Background: an optimization exercise with open tools, aiming at small area. Do not read the settings as production practice.
Only simulation tests tie the RTL to the original design; equivalence was not proved.
Power is estimated from default activity; no workload was simulated.

===== flow/design.v =====
module piezoController #(parameter FRQ = 1_000_000)
                        (input[2:0] octave,
                         input nOn,
                         input clk,
                         input nrst,
                         output reg piezo_wire);
    reg[29:0] cnt;
    localparam integer MATCH0 = FRQ / 262 / 2;
    localparam integer MATCH1 = FRQ / 294 / 2;
    localparam integer MATCH2 = FRQ / 330 / 2;
    localparam integer MATCH3 = FRQ / 349 / 2;
    localparam integer MATCH4 = FRQ / 392 / 2;
    localparam integer MATCH5 = FRQ / 440 / 2;
    localparam integer MATCH6 = FRQ / 494 / 2;
    localparam integer MATCH7 = FRQ / 523 / 2;
    reg[31:0] match_cnt;
    always @(*) begin
        case (octave)
            3'd0: match_cnt = MATCH0;
            3'd1: match_cnt = MATCH1;
            3'd2: match_cnt = MATCH2;
            3'd3: match_cnt = MATCH3;
            3'd4: match_cnt = MATCH4;
            3'd5: match_cnt = MATCH5;
            3'd6: match_cnt = MATCH6;
            default: match_cnt = MATCH7;
        endcase
    end
    always@(posedge clk)begin
        if (nrst == 0) begin
            piezo_wire <= 0;
            cnt        <= 0;
        end
        else if (nOn == 0)begin
            if (match_cnt < cnt) begin
                piezo_wire <= ~piezo_wire;
                cnt        <= 0;
            end
            else begin
                cnt <= cnt+1;
            end
        end
    end
endmodule
module displayController (input clk,
                          input nrst,
                          input[1:0]display,        
                          output reg[7:0] seg_com,
                          output reg[6:0] seg7);
    reg[6:0] segments[0:7];
    reg[2:0] cnt;
    always @(posedge clk) begin
        if (!nrst)
            cnt <= 0;
        else
            cnt <= cnt + 1;
        seg_com <= 8'b1111_1111 ^ (2 ** cnt);
        seg7    <= segments[7-cnt];
    end
    always @(*) begin
        if (!nrst)begin  
            segments[0] = 7'b000_0001;
            segments[1] = 7'b000_0001;
            segments[2] = 7'b000_0001;
            segments[3] = 7'b000_0101;
            segments[4] = 7'b100_1111;
            segments[5] = 7'b101_1011;
            segments[6] = 7'b100_1111;
            segments[7] = 7'b000_1111;
        end
        else begin
            case(display)
                2'd0:begin  
                    segments[0] = 7'b000_0001;
                    segments[1] = 7'b000_0001;
                    segments[2] = 7'b000_0001;
                    segments[3] = 7'b000_0001;
                    segments[4] = 7'b101_1011;
                    segments[5] = 7'b000_1111;
                    segments[6] = 7'b111_0111;
                    segments[7] = 7'b011_0011;
                end
                2'd1:begin  
                    segments[0] = 7'b000_0001;
                    segments[1] = 7'b000_0001;
                    segments[2] = 7'b000_0001;
                    segments[3] = 7'b000_0001;
                    segments[4] = 7'b110_0111;
                    segments[5] = 7'b000_1110;
                    segments[6] = 7'b111_0111;
                    segments[7] = 7'b011_0011;
                end
                2'd2:begin  
                    segments[0] = 7'b000_0001;
                    segments[1] = 7'b000_0001;
                    segments[2] = 7'b000_0001;
                    segments[3] = 7'b000_0001;
                    segments[4] = 7'b110_0111;
                    segments[5] = 7'b111_0111;
                    segments[6] = 7'b101_1011;
                    segments[7] = 7'b101_1011;
                end
                default:begin  
                    segments[0] = 7'b000_0001;
                    segments[1] = 7'b000_0001;
                    segments[2] = 7'b000_0001;
                    segments[3] = 7'b000_0001;
                    segments[4] = 7'b100_0111;
                    segments[5] = 7'b111_0111;
                    segments[6] = 7'b000_0110;
                    segments[7] = 7'b000_1110;
                end
            endcase
        end
    end
endmodule
module mainController #(parameter FRQ = 1_000_000)  
                       (input clk,
                        input[7:0] key,
                        input nrst,
                        output[7:0] seg_com,
                        output[6:0] seg7,
                        output piezo_wire);
    reg[2:0] state;
    reg[2:0] octave;  
    reg piezo_nOn;
    reg[1:0] display;  
    reg[29:0] cnt;
    reg[29:0] tmp_cnt;
    piezoController #(.FRQ(FRQ)) piezoController01(.octave(octave), .nOn(piezo_nOn), .clk(clk), .nrst(nrst), .piezo_wire(piezo_wire));
    displayController displayController01(.clk(clk), .nrst(nrst), .display(display), .seg_com(seg_com), .seg7(seg7));
    always @(posedge clk) begin
        if (nrst == 0) begin
            cnt       <= 0;
            tmp_cnt   <= 0;
            state     <= 0;
            octave    <= 0;
            piezo_nOn <= 1;
            display   <= 0;
        end
        else begin
            case(state)
                3'd0: begin
                    cnt <= cnt+1;
                    piezo_nOn <= 1;
                    display <= 0;
                    if (key[4] == 1) begin
                        state <= 1;
                    end
                end
                3'd1: begin
                    octave <= cnt % 8;
                    piezo_nOn <= 0;
                    tmp_cnt <= cnt;
                    state <= 2;
                    display <=1;
                end
                3'd2:begin
                    cnt <= cnt+1;
                    if((cnt-tmp_cnt) > FRQ)begin
                        state <=3;
                    end
                end
                3'd3: begin
                    piezo_nOn <= 1;
                    cnt <= cnt+1;
                    if(key != 0)begin
                        state <= 4;
                    end
                end
                3'd4: begin
                    tmp_cnt <= cnt;
                    if(key[octave] == 1) begin
                        display <=2;
                        state <=5;
                    end
                    else begin
                        display <=3;
                        state <=5;
                    end
                end
                3'd5:begin
                    cnt <= cnt+1;
                    if((cnt-tmp_cnt) > FRQ)begin
                        state <=1;
                    end
                end
            endcase
        end
    end
endmodule

===== flow/run.sh =====
#!/bin/bash
# synth_recipe.tcl (not shown) runs the flow's synth.tcl, then flattens the netlist and writes it again
# the make line also repeats each setting of config.mk as NAME=value (left out here)
make -C /OpenROAD-flow-scripts/flow DESIGN_CONFIG=/design/flow/config.mk WORK_HOME=/design/flow/orfs CLKGATE_MAP_FILE= SYNTH_SCRIPT=/design/flow/synth_recipe.tcl finish

===== flow/config.mk =====
export PLATFORM = sky130hd
export DESIGN_NAME = mainController
export DESIGN_NICKNAME = mainController
export VERILOG_FILES = /design/flow/design.v
export SDC_FILE = /design/flow/constraint.sdc
export NUM_CORES = 4
export LEC_CHECK = 0
export CAP_MARGIN = 20
export CORE_MARGIN = 2
export CORE_UTILIZATION = 40
export SLEW_MARGIN = 20

===== flow/constraint.sdc =====
create_clock -name core_clock -period 10.0 [get_ports {clk}]
set_input_delay 2.0000 -clock core_clock [delete_from_list [all_inputs] [get_ports {clk}]]
set_output_delay 2.0000 -clock core_clock [all_outputs]
set_load 0.01 [all_outputs]

==> results.ini <==
[status]
status = complete, no violations

[cells_and_area]
final_nets = 1026
fin_cells = 1202
drive_gt1_share_pct = 6.78
fin_util_pct = 46.5
diodes = 0
fin_area_mm2 = 0.00835
areaGrowthSynthToFinish_pct = 13.8

[placed_design]
dp_slack_ns = 6.07
port_buffers = 25
place_hpwl_um = 12100
globalplace.congestion = 0.840
post_dp_cell_area_mm2 = 0.00775
numPlacedInstances = 1170

[worst_setup_path]
critPathMaxStageDelay_ns = 0.54
critPathArrivalTime_ns = 4.17
path_max_fanout = 6
ff2ff_path_depth = 12
reg2reg_slack_ns = 6.12
reg2reg_from = cnt[0]
slowest_stage = a2111oi_2
crit_chain = inv_1 > ha_1 > fa_1 > nand2b_1 > a21oi_2 > o211ai_1 > a2111oi_2 > o211ai_1 > or2_2 > a21o_2 > a2111oi_2 > a21oi_1
worstSetupStartpointType = flop
crit_type = reg2reg
critPathCaptureType = flop
r2r-end = state[0]
critPathRequiredTime_ns = 10.29

[sta]
period_needed_ns = 3.88
rsz0062_at_grt = false
fin_skew_ns = 0.00864
finalMaxSlewViolations = 0
relSlewSlack_pct = 38.6
tightestPinTransition_ns = 0.913
fin_setup_tns_ns = 0
layout_setup_ws_ns = 6.12
fin_crit_sh_pct = 38.8
finalSetupViolations = 0
hold_viol_final = 0
fmax_mhz = 258

[grt]
antenna_found_initial = 0
grt_max_degree = 73
grt-ovfl-total = 0
grt_pass1_wl_um = 28800
grtUsageTotal_pct = 17.6
grt_pass1_vias = 6051

[drt]
finalWirelength_um = 16400
final_antenna_net_count = 0
routed-via-count = 6396
viasPerCell = 5.32
first_pass_iters = 4
routedWlPerCell_um = 13.7
route.detailed.drc = 0
drtIter0Drc = 406

[pwr]
leakage_nw = 3.33
powerDensity_mw_per_mm2 = 171
ir_worst_vdd_mv = 0.129

[cts]
numCtsBuffers = 17
htree_levels = 4
root_buffer = clkbuf_16
clk_pin_slew_ns = 0.06
clk-insertion-delay-late_ns = 0.42
cts_setup_buffers = 0
numClockSinks = 118
cts_tree = yes
cts_hold_buf = 0
cts_resized = 0
clock_path_buffers = 2

[yosys]
synthArstFlopShare_pct = 0
syn_inst = 944
synth_top_flop_cell = dfxtp_1
synthDistinctLibCells = 75
synth.avg_cell_area_um2 = 7.77
synth_area_leaders = dfxtp_1 (32%), ha_1 (9.4%), nand2_1 (6.6%), a21oi_1 (6.4%), nor2_1 (5.2%)
synth_edf_count = 0
synth_area_mm2 = 0.00733
syn-num-nets = 1010
synth_top_area_cell = dfxtp_1
seq_area_frac_synth_pct = 32.2
yosys_warnings = 4
ys_ff_latch = 118
yosysTopAreaCellShare_pct = 32.2

[worst_hold_path]
whs_path_depth = 2
min_path_type = reg2reg
hp-start = tmp_cnt[3]
min_to = tmp_cnt[3]

[floorplanning]
die_h_um = 139
die_area_mm2 = 0.0194
initial_core_util_pct = 40.8
core_area_mm2 = 0.0180
die_w_um = 139
rows = 49
io-pin-count = 26

[flow_run]
cap_violations = 0

how the worst max path moves through the flow:
stage / end / start / depth (start not counted)
floorplan: state[0] / cnt[0] / 12
global placement: displayController01.seg7[3] / nrst / 5
detailed placement: displayController01.seg7[2] / nrst / 5
CTS: state[0] / cnt[0] / 12
global route: state[0] / cnt[0] / 12
finish: state[0] / cnt[0] / 12
cell usage in the layout (no fill, tap or decap), drive strengths merged, types with 5 or more instances in the layout:
cell type,instances
a2111oi,5
o211ai,9
clkdlybuf4s50,25
a211o,5
or2,6
ha,55
xor2,32
nand2b,5
nand3,28
nor2b,8
or3,10
and2,7
nor4,12
and3,16
o21ai,44
a211oi,6
o22ai,5
clkbuf,17
nand4,14
inv,80
nor2,102
nand2,130
a21o,12
o21a,8
nor3,14
a21oi,96
dfxtp,118
xnor2,30
synthesized netlist by cell type (4+ instances only):
library cell / instances
o22ai_1: 5
a211oi_1: 5
nor2_1: 102
nand3b_1: 4
a41oi_1: 4
or3_1: 9
a211o_1: 5
and4_1: 4
mux2i_1: 4
o211ai_1: 9
and2_1: 7
nor3_1: 14
or4_1: 4
o21a_1: 8
xnor2_1: 30
xor2_1: 32
o21ai_1: 4
o21bai_1: 4
nor4_1: 10
ha_1: 55
nand3_1: 28
a21oi_1: 94
clkbuf_1: 25
a31oi_1: 4
and3_1: 13
nand2_1: 129
or2_2: 4
nand2b_1: 5
inv_1: 72
o21ai_0: 40
dfxtp_1: 118
nand4_1: 14
a21o_1: 11
nor2b_1: 8
stage by stage:
step,hold WS (ns),power [mW]
2_1_floorplan,0.433,0.736
3_3_place_gp,0.442,0.816
3_5_place_dp,0.447,0.818
4_1_cts,0.455,1.44
5_1_grt,0.477,1.50
6_report,0.452,1.43
power breakdown:
| part | leakage (nW) | switching (mW) | internal [mW] |
|---|---|---|---|
| Combinational | 2.08 | 0.171 | 0.127 |
| Clock | 0.292 | 0.244 | 0.373 |
| Sequential | 0.956 | 0.0219 | 0.488 |
| Total | 3.33 | 0.437 | 0.988 |
per-layer routing:
layer	GRT usage (%)	vias to the layer above	wire, µm
li1	-	3323	-
met2	28.6	105	7530
met4	6.33	0	289
met3	3.30	23	497
met5	0	-	0
met1	23.4	2945	8120
flip-flops by register name (all words and copies together), names as in the netlist:
register,flops
display,2
piezo_nOn,1
piezoController01.cnt,30
displayController01.seg_com,8
displayController01.cnt,3
cnt,30
octave,3
state,3
piezoController01.piezo_wire,1
displayController01.seg7,7
tmp_cnt,30
kinds of logic after synthesis:
kind of cell	synth area share [%]
fa+ha+maj	9.66
simple gates	24.1
flops	32.2
mux	1.52
compound gates	19.2
buf+inv	5.82
xor+xnor	7.40
critical path: cells and delay by family (launching register included):
| family | cells | cell delay, ns |
|---|---|---|
| simple gates | 2 | 0.52 |
| fa+ha+maj | 2 | 0.67 |
| buf+inv | 1 | 0.10 |
| flops | 1 | 0.43 |
| compound gates | 7 | 2.03 |
area by class of cell:
type                            count  area [µm²]
Clock buffer                       17         425
Sequential cell                   118        2360
Multi-Input combinational cell    723        4560
Fill cell                        1807        9620
Timing Repair Buffer               28         273
Tap cell                          229         287
Clock inverter                     15         168
Inverter                           72         270

## re-timing with driven ports
In the flow no input, the clock included, has a driving cell. The finished layout below was timed again as built, in two steps. Step 1: set_driving_cell puts a clkbuf_16 on clk and a buf_2 on each other input, an assumption about the parent block. Step 2 also shifts input and output timing later by t, the mid clock arrival at the registers, as if the neighbouring blocks saw the same clock. a / b / c = ideal ports / drivers / drivers and shift; a / b = the first two.
shift t [ns]: 0.458
setup WS [ns]: 6.122 / 6.122 / 6.055
worst setup path at the end: input to register
cell pins on the clock port's net: 1
After both steps this run still meets setup and hold. The setup slack of this run moves by 0.000 ns with the drivers and by -0.067 ns with both steps.
